Source: an optimization exercise on an open RTL-to-GDS flow (aim: small area). Production flows keep margins and buffers that such runs may drop. In this exercise RTL edits were held to simulation tests only and were not proved equivalent to the original.

==> inputs of trial 80 <==
==> flow/design.v <==
`timescale 1ns / 1ps
module line_buffers #(
    parameter W = 5
)(
    input  wire clk,
    input  wire rst,
    input  wire [7:0] pixel_in,
    input  wire pixel_valid,
    output reg [7:0] row0,
    output reg [7:0] row1,
    output reg [7:0] row2
);
    reg [7:0] line1 [0:W-1];
    reg [7:0] line2 [0:W-1];
    integer i;
    always @(posedge clk) begin
        if (rst) begin
            for(i=0;i<W;i=i+1) begin
                line1[i] <= 0;
                line2[i] <= 0;
            end
            row0 <= 0;
            row1 <= 0;
            row2 <= 0;
        end 
        else if (pixel_valid) begin
            for(i=W-1;i>0;i=i-1)
                line2[i] <= line2[i-1];
            line2[0] <= line1[W-1];
            for(i=W-1;i>0;i=i-1)
                line1[i] <= line1[i-1];
            line1[0] <= pixel_in;
            row0 <= pixel_in;
            row1 <= line1[W-1];
            row2 <= line2[W-1];
        end
    end
endmodule
`timescale 1ns / 1ps
module window_3x3 (
    input wire clk,
    input wire rst,
    input wire pixel_valid,
    input wire [7:0] row0,
    input wire [7:0] row1,
    input wire [7:0] row2,
    output reg [7:0] w00, w01, w02,
    output reg [7:0] w10, w11, w12,
    output reg [7:0] w20, w21, w22
);
    reg [7:0] row0_s1, row0_s2;
    reg [7:0] row1_s1, row1_s2;
    reg [7:0] row2_s1, row2_s2;
    always @(posedge clk) begin
        if (rst) begin
            row0_s1 <= 0; row0_s2 <= 0;
            row1_s1 <= 0; row1_s2 <= 0;
            row2_s1 <= 0; row2_s2 <= 0;
            w00 <= 0; w01 <= 0; w02 <= 0;
            w10 <= 0; w11 <= 0; w12 <= 0;
            w20 <= 0; w21 <= 0; w22 <= 0;
        end
        else if (pixel_valid) begin
            row0_s2 <= row0_s1;
            row0_s1 <= row0;
            row1_s2 <= row1_s1;
            row1_s1 <= row1;
            row2_s2 <= row2_s1;
            row2_s1 <= row2;
            w22 <= row0;
            w21 <= row0_s1;
            w20 <= row0_s2;
            w12 <= row1;
            w11 <= row1_s1;
            w10 <= row1_s2;
            w02 <= row2;
            w01 <= row2_s1;
            w00 <= row2_s2;
        end
    end
endmodule
`timescale 1ns / 1ps
module conv_mac_3x3 (
    input wire clk,
    input wire rst,
    input wire pixel_valid,
    input wire [7:0] w00, w01, w02,
    input wire [7:0] w10, w11, w12,
    input wire [7:0] w20, w21, w22,
    input wire signed [7:0] k00, k01, k02,
    input wire signed [7:0] k10, k11, k12,
    input wire signed [7:0] k20, k21, k22,
    output reg signed [19:0] conv_out,
    output reg conv_valid
);
    reg signed [15:0] p00,p01,p02,p10,p11,p12,p20,p21,p22;
    reg signed [19:0] sum;
    always @(posedge clk) begin
        if (rst) begin
            conv_out <= 0;
            conv_valid <= 0;
        end
        else if (pixel_valid) begin
            p00 <= $signed({1'b0,w00}) * k00;
            p01 <= $signed({1'b0,w01}) * k01;
            p02 <= $signed({1'b0,w02}) * k02;
            p10 <= $signed({1'b0,w10}) * k10;
            p11 <= $signed({1'b0,w11}) * k11;
            p12 <= $signed({1'b0,w12}) * k12;
            p20 <= $signed({1'b0,w20}) * k20;
            p21 <= $signed({1'b0,w21}) * k21;
            p22 <= $signed({1'b0,w22}) * k22;
            sum <= p00 + p01 + p02 + p10 + p11 + p12 + p20 + p21 + p22;
            conv_out <= sum;
            conv_valid <= 1'b1;
        end
        else begin
            conv_valid <= 1'b0;
        end
    end
endmodule
`timescale 1ns / 1ps
module cnn_top #(
    parameter W = 128
)(
    input wire clk,
    input wire rst,
    input wire [7:0] pixel_in,
    input wire pixel_valid,
    output reg [7:0] pixel_out,
    output reg pixel_out_valid
);
    wire [7:0] row0,row1,row2;
    wire [7:0] w00,w01,w02,w10,w11,w12,w20,w21,w22;
    wire signed [19:0] conv_out;
    wire conv_valid;
    wire signed [7:0] k00 = 0, k01 = -1, k02 = 0;
    wire signed [7:0] k10 = -1,k11 = 4, k12 = -1;
    wire signed [7:0] k20 = 0, k21 = -1, k22 = 0;
    reg [15:0] col_cnt;
    reg [1:0]  row_cnt;    
    reg [4:0] win_ok;
    line_buffers #(.W(W)) LB (
        .clk(clk), .rst(rst),
        .pixel_in(pixel_in),
        .pixel_valid(pixel_valid),
        .row0(row0), .row1(row1), .row2(row2)
    );
    window_3x3 WG (
        .clk(clk), .rst(rst),
        .pixel_valid(pixel_valid),
        .row0(row0), .row1(row1), .row2(row2),
        .w00(w00), .w01(w01), .w02(w02),
        .w10(w10), .w11(w11), .w12(w12),
        .w20(w20), .w21(w21), .w22(w22)
    );
    conv_mac_3x3 MAC (
        .clk(clk), .rst(rst),
        .pixel_valid(pixel_valid),
        .w00(w00), .w01(w01), .w02(w02),
        .w10(w10), .w11(w11), .w12(w12),
        .w20(w20), .w21(w21), .w22(w22),
        .k00(k00), .k01(k01), .k02(k02),
        .k10(k10), .k11(k11), .k12(k12),
        .k20(k20), .k21(k21), .k22(k22),
        .conv_out(conv_out),
        .conv_valid(conv_valid)
    );
    always @(posedge clk) begin
        if (rst) begin
            col_cnt <= 0;
            row_cnt <= 0;
            win_ok  <= 0;
        end
        else if (pixel_valid) begin
            if (col_cnt == W-1) begin
                col_cnt <= 0;
                if (row_cnt != 2'd2)
                    row_cnt <= row_cnt + 1;
            end
            else
                col_cnt <= col_cnt + 1;
            win_ok <= {win_ok[3:0], (row_cnt == 2'd2 && col_cnt >= 2)};
        end
    end
    always @(posedge clk) begin
        if (rst) begin
            pixel_out <= 0;
            pixel_out_valid <= 0;
        end
        else if (conv_valid) begin
            if (win_ok[4]) begin
                if (conv_out < 0)
                    pixel_out <= 0;
                else if (conv_out > 255)
                    pixel_out <= 8'hFF;
                else
                    pixel_out <= conv_out[7:0];
                pixel_out_valid <= 1'b1;
            end
            else begin
                pixel_out_valid <= 1'b0;
            end
        end
        else begin
            pixel_out_valid <= 1'b0;
        end
    end
endmodule
==> flow/run.sh <==
#!/bin/bash
# synth_recipe.tcl (not shown) runs the flow's synth.tcl, then flattens the netlist and writes it again
# the make line also repeats each setting of config.mk as NAME=value (left out here)
make -C /OpenROAD-flow-scripts/flow DESIGN_CONFIG=/design/flow/config.mk WORK_HOME=/design/flow/orfs CLKGATE_MAP_FILE= SYNTH_SCRIPT=/design/flow/synth_recipe.tcl finish
==> flow/config.mk <==
export PLATFORM = sky130hd
export DESIGN_NAME = cnn_top
export DESIGN_NICKNAME = cnn_top
export VERILOG_FILES = /design/flow/design.v
export SDC_FILE = /design/flow/constraint.sdc
export NUM_CORES = 4
export LEC_CHECK = 0
export CAP_MARGIN = 20
export CORE_MARGIN = 2
export CORE_UTILIZATION = 45
export SLEW_MARGIN = 20
==> flow/constraint.sdc <==
create_clock -name core_clock -period 6.0 [get_ports {clk}]
set_input_delay 1.2000 -clock core_clock [delete_from_list [all_inputs] [get_ports {clk}]]
set_output_delay 1.2000 -clock core_clock [all_outputs]
set_load 0.01 [all_outputs]
==> build 61 (differences from trial 80) <==
==> flow/design.v (replaced) <==
`timescale 1ns / 1ps
module line_buffers #(
    parameter W = 128
)(
    input  wire clk,
    input  wire [7:0] pixel_in,
    input  wire pixel_valid,
    output wire [7:0] top,      
    output wire [7:0] left,     
    output wire [7:0] center,   
    output wire [7:0] right,    
    output wire [7:0] bottom    
);
    localparam N = 2*W + 1;
    reg [8*N-1:0] taps;
    always @(posedge clk) begin
        if (pixel_valid)
            taps <= {taps[8*(N-1)-1:0], pixel_in};
    end
    assign bottom = taps[7:0];
    assign right  = taps[8*(W-1) +: 8];
    assign center = taps[8*W +: 8];
    assign left   = taps[8*(W+1) +: 8];
    assign top    = taps[8*(2*W) +: 8];
endmodule
`timescale 1ns / 1ps
module window_3x3 #(
    parameter W = 128
)(
    input  wire clk,
    input  wire rst,
    input  wire pixel_valid,
    output wire win_ok
);
    reg [6:0] col_cnt;      
    reg [1:0] row_cnt;    
    always @(posedge clk) begin
        if (rst) begin
            col_cnt <= 0;
            row_cnt <= 0;
        end
        else if (pixel_valid) begin
            if (col_cnt == W-1) begin
                col_cnt <= 0;
                if (row_cnt != 2'd2)
                    row_cnt <= row_cnt + 1'b1;
            end
            else
                col_cnt <= col_cnt + 1'b1;
        end
    end
    assign win_ok = (row_cnt == 2'd2) && (col_cnt >= 2);
endmodule
`timescale 1ns / 1ps
module conv_mac_3x3 (
    input  wire [7:0] top,
    input  wire [7:0] left,
    input  wire [7:0] center,
    input  wire [7:0] right,
    input  wire [7:0] bottom,
    output wire [7:0] result
);
    wire [9:0]  ring = top + left + right + bottom;
    wire [10:0] diff = {1'b0, center, 2'b00} - {1'b0, ring};
    assign result = diff[10] ? 8'd0 : (|diff[9:8]) ? 8'hFF : diff[7:0];
endmodule
`timescale 1ns / 1ps
module cnn_top #(
    parameter W = 128
)(
    input wire clk,
    input wire rst,
    input wire [7:0] pixel_in,
    input wire pixel_valid,
    output reg [7:0] pixel_out,
    output reg pixel_out_valid
);
    wire [7:0] top, left, center, right, bottom;
    wire [7:0] result;
    wire win_ok;
    line_buffers #(.W(W)) LB (
        .clk(clk),
        .pixel_in(pixel_in),
        .pixel_valid(pixel_valid),
        .top(top), .left(left), .center(center), .right(right), .bottom(bottom)
    );
    window_3x3 #(.W(W)) WG (
        .clk(clk), .rst(rst),
        .pixel_valid(pixel_valid),
        .win_ok(win_ok)
    );
    conv_mac_3x3 MAC (
        .top(top), .left(left), .center(center), .right(right), .bottom(bottom),
        .result(result)
    );
    always @(posedge clk) begin
        pixel_out <= result;
        pixel_out_valid <= !rst && pixel_valid && win_ok;
    end
endmodule
--- a/flow/config.mk
+++ b/flow/config.mk
@@ -10,2 +10,5 @@
 export CORE_UTILIZATION = 45
+export CTS_BUF_LIST = sky130_fd_sc_hd__clkbuf_16
+export CTS_CLUSTER_DIAMETER = 60
+export CTS_CLUSTER_SIZE = 40
 export SLEW_MARGIN = 20
==> qor summary <==
| item | trial 80 | build 61 |
|---|---|---|
| Run status | no timing/DRC/antenna violations | no timing/DRC/antenna violations |
| Worst-case register-to-register setup slack | 1.22 ns | 0.74 ns |
| YS warnings | 6 | 3 |
| Synth unique cells | 55 | 37 |
| Worst Setup Slack, final | 1.221 ns | 0.7439 ns |
| Area added between synthesis and finish | 11.39% | 11.29% |
| Max FO, Critical Path | 7 | 8 |
| X dimension of the die | 424.8 um | 380.0 um |
| Full die area | 180400 sq um | 144400 sq um |
| Compound-cell area share of the yosys netlist | 0.7758% | 0.5369% |
| Core outline area | 176100 sq um | 139900 sq um |
| Most used DFF post-synth | dfxtp_1 | edfxtp_1 |
| Clock Skews | 0.02769 ns | 0.02469 ns |
| Final Net Count | 7291 | 2488 |
| Reg2reg end | MAC.sum[18]$_DFFE_PP_ | pixel_out[6]$_SDFF_PN0_ |

static timing again, ports no longer ideal:
No port has a modelled driver above. Below, the same layouts with a new extraction and two added sets of constraints.
Step 1 (the two cells are an assumption about what drives the block):
set clk [get_ports {clk}]
set_driving_cell -lib_cell sky130_fd_sc_hd__clkbuf_16 $clk
set_driving_cell -lib_cell sky130_fd_sc_hd__buf_2 [delete_from_list [all_inputs] $clk]
Step 2 also shifts input and output timing later by t, the mid clock arrival at the registers, as if the neighbouring blocks saw the same clock.
Slacks: ideal ports / drivers / drivers and shift; pairs: ideal ports / drivers.
run	shift t [ns]	slack for setup (ns)	worst setup path at the end	worst slew at a driven data input, ns
trial 80	0.884	1.221 / 1.221 / 1.221	register to register	0.08
build 61	0.788	0.744 / 0.744 / 0.744	register to register	0.21
After both steps every run listed still meets setup and hold.
